What follows belongs to an exercise in optimizing a design on an open flow for small area and a short achievable clock period; a production flow would make more cautious choices.
The RTL was checked by simulation tests, not by an equivalence proof against the original design.
The clock port is modelled as an ideal driver, which makes a skipped or thinned clock tree look cheaper than it is; a real chip needs a root buffer or a tree.
No activity file was given, so power comes from the tool's default toggle rates.

## JK
Design principal, start of the top module:
module principal (
	input clk,
	input reset,
	input [6:0] teclas,
	output clk_out
	);
divisor_frecuencia divisor(.clk(clk), .rst(reset), .teclas(teclas), .clk_out(clk_out));
endmodule
==> flow/config.mk <==
export PLATFORM = sky130hd
export DESIGN_NAME = principal
export DESIGN_NICKNAME = principal
export VERILOG_FILES = /design/flow/design.v
export SDC_FILE = /design/flow/constraint.sdc
export NUM_CORES = 4
export LEC_CHECK = 0
export CAP_MARGIN = 20
export CORE_AREA = 4 4 60 60
export CTS_BUF_LIST = sky130_fd_sc_hd__clkbuf_4
export CTS_CLUSTER_DIAMETER = 100
export CTS_CLUSTER_SIZE = 30
export DIE_AREA = 0 0 64 64
export SLEW_MARGIN = 20
export SYNTH_HIERARCHICAL = 0
==> flow/constraint.sdc <==
create_clock -name core_clock -period 100.0 [get_ports {clk}]
set_input_delay 20.0000 -clock core_clock [delete_from_list [all_inputs] [get_ports {clk}]]
set_output_delay 20.0000 -clock core_clock [all_outputs]
set_load 0.01 [all_outputs]
standard.sh (not shown) runs the stock make flow with config.mk's settings and CLKGATE_MAP_FILE= SYNTH_SCRIPT=/design/flow/synth_recipe.tcl, a recipe that flattens the netlist after the stock synthesis.
==> flow/flow/run.sh <==
#!/bin/bash
# Layout flow: the standard ORFS flow with two changes.
#  - Synthesis is the standard flow's own synthesis script with only the ABC script
#    swapped for an area-oriented one (flow/abc_area.script); every other
#    step, including flip-flop mapping and register naming, is unchanged.
#  - Port buffers use the smallest buffer (buf_1).
# Each tool's full output goes to a log file in this folder and under
# orfs/logs as ORFS writes them.
set -euo pipefail
W=$(pwd)

cat > "$W/own_synth.tcl" <<EOF
proc abc {args} {
  set i [lsearch -exact \$args -script]
  if {\$i >= 0} { lset args [expr {\$i + 1}] $W/flow/abc_area.script }
  yosys abc {*}\$args
}
source $W/synth_recipe.tcl
EOF

sed "s#SYNTH_SCRIPT=[^ ]*#SYNTH_SCRIPT=$W/own_synth.tcl#" standard.sh > own_standard.sh
grep -q "SYNTH_SCRIPT=$W/own_synth.tcl" own_standard.sh

export BUFFER_PORTS_ARGS="-buffer_cell sky130_fd_sc_hd__buf_1"
# optimisation target only: ask timing repair for this much setup slack at
# the design's period, so it speeds up the input and output paths
if [[ -f flow/setup_margin ]]; then export SETUP_SLACK_MARGIN=$(cat flow/setup_margin); fi
if [[ -f flow/setup_moves ]]; then export SETUP_MOVE_SEQUENCE=$(cat flow/setup_moves); export SKIP_GATE_CLONING=1; fi
bash own_standard.sh finish > "$W/flow_make.log" 2>&1
==> flow/flow/abc_area.script <==
strash
&get -n
&deepsyn -J 100 -S 6 -T 100
&put
dch -f
&get -n
&dch -f
&nf -R 1000
&put
topo
JK: PASS, flow complete, no timing, DRC or antenna violations
For MS, these inputs were changed with respect to JK:
Settings: DIE_AREA changed from 0 0 64 64 to 0 0 80 80; CORE_AREA changed from 4 4 60 60 to 4 4 76 76.
==> comparison <==
Going from JK to MS, minimum hold slack saw an increase, iteration count of the initial detailed-routing pass roughly the same, power comparable, worst setup slack dropped 0.014 ns, placeable core region rose by about 60%.
Compared with JK, MS shows a lower proportion of cell area occupied by registers.
Where post-placement setup slack is concerned, JK is outperformed by MS.
Area of all placed cells without fillers: MS > JK
JK and MS ended up with nearly the same maximum frequency.
On combinational share of power, MS tracks JK almost exactly.
Diff MS..JK | final worst-path cycle share | negligible

* * *

== old ==
Another version of the RTL of principal (not shown whole).
Size in the first run: ~96 cells after synthesis, roughly 760 um2 of cells after synthesis.
export LEC_CHECK = 0
export CAP_MARGIN = 20
export CORE_AREA = 4 4 76 76
export CTS_BUF_LIST = sky130_fd_sc_hd__clkbuf_4
export CTS_CLUSTER_DIAMETER = 100
export CTS_CLUSTER_SIZE = 30
export DIE_AREA = 0 0 80 80
export SLEW_MARGIN = 20
export SYNTH_HIERARCHICAL = 0
create_clock -name core_clock -period 100.0 [get_ports {clk}]
==> flow/flow/run.sh <==
#!/bin/bash
# Layout flow: the standard ORFS flow with two changes.
#  - Synthesis is the standard flow's own synthesis script with only the ABC script
#    swapped for an area-oriented one (flow/abc_area.script); every other
#    step, including flip-flop mapping and register naming, is unchanged.
#  - Port buffers use the smallest buffer (buf_1).
# Each tool's full output goes to a log file in this folder and under
# orfs/logs as ORFS writes them.
set -euo pipefail
W=$(pwd)

cat > "$W/own_synth.tcl" <<EOF
proc abc {args} {
  set i [lsearch -exact \$args -script]
  if {\$i >= 0} { lset args [expr {\$i + 1}] $W/flow/abc_area.script }
  yosys abc {*}\$args
}
source $W/synth_recipe.tcl
EOF

sed "s#SYNTH_SCRIPT=[^ ]*#SYNTH_SCRIPT=$W/own_synth.tcl#" standard.sh > own_standard.sh
grep -q "SYNTH_SCRIPT=$W/own_synth.tcl" own_standard.sh

export BUFFER_PORTS_ARGS="-buffer_cell sky130_fd_sc_hd__buf_1"
# optimisation target only: ask timing repair for this much setup slack at
# the design's period, so it speeds up the input and output paths
if [[ -f flow/setup_margin ]]; then export SETUP_SLACK_MARGIN=$(cat flow/setup_margin); fi
if [[ -f flow/setup_moves ]]; then export SETUP_MOVE_SEQUENCE=$(cat flow/setup_moves); export SKIP_GATE_CLONING=1; fi
if [[ -f flow/clock_root_cell ]]; then
  export CLOCK_ROOT_CELL=$(cat flow/clock_root_cell)
  export POST_CTS_TCL=$W/flow/post_cts.tcl
fi
bash own_standard.sh finish > "$W/flow_make.log" 2>&1
Other scripts of this flow, unchanged in this note and not shown: flow/flow/abc_area.script, flow/flow/clock_root_cell, flow/flow/post_cts.tcl
Input changes introduced in new (baseline for comparison: old):
- DIE_AREA: 0 0 80 80 -> 0 0 60 60
- CORE_AREA: 4 4 76 76 -> 2.5 2.5 57.5 57.5
- PLACE_DENSITY: unset -> 0.85
Notes after the runs:
- Comparing old and new, the lower cell count was measured on new.
- Re core utilization: old and new aren't equal, and the higher value belongs to new.
- Height of the die was higher in old than in new.
- Cmp old and new / power / higher: old

==> re-timing with driven ports <==
In the flow no input, the clock included, has a driving cell. The finished layouts below were timed again as built, in two steps.
Step 1 assumes that a clkbuf_16 drives the clock port and a buf_2 every other input.
Step 2 adds t to the input delays and takes it off the output delays; t is the mean of the earliest and latest rising clock arrival at the registers after step 1. Input paths then give back, and output paths get back, about the clock's delay inside the block.
Slacks: no drivers / after step 1 / after step 2; pairs: no drivers / after step 1.
| run | shift t [ns] | setup WS [ns] | worst setup path at the end | worst register clock-pin slew, ns | cell pins on the clock port's net |
|---|---|---|---|---|---|
| JK | 0.301 | 78.386 / 78.387 / 78.086 | input to register | 0.09 / 0.09 | 1 |
| MS | 0.305 | 78.372 / 78.365 / 78.060 | input to register | 0.09 / 0.09 | 1 |
| old | 0.188 | 78.228 / 78.232 / 78.044 | input to register | 0.11 / 0.11 | 1 |
| new | 0.180 | 78.248 / 78.247 / 78.067 | input to register | 0.10 / 0.10 | 1 |
After both steps every run listed still meets setup and hold. The setup slack of MS, which loses most, moves by -0.007 ns with the drivers and by -0.312 ns with both steps.
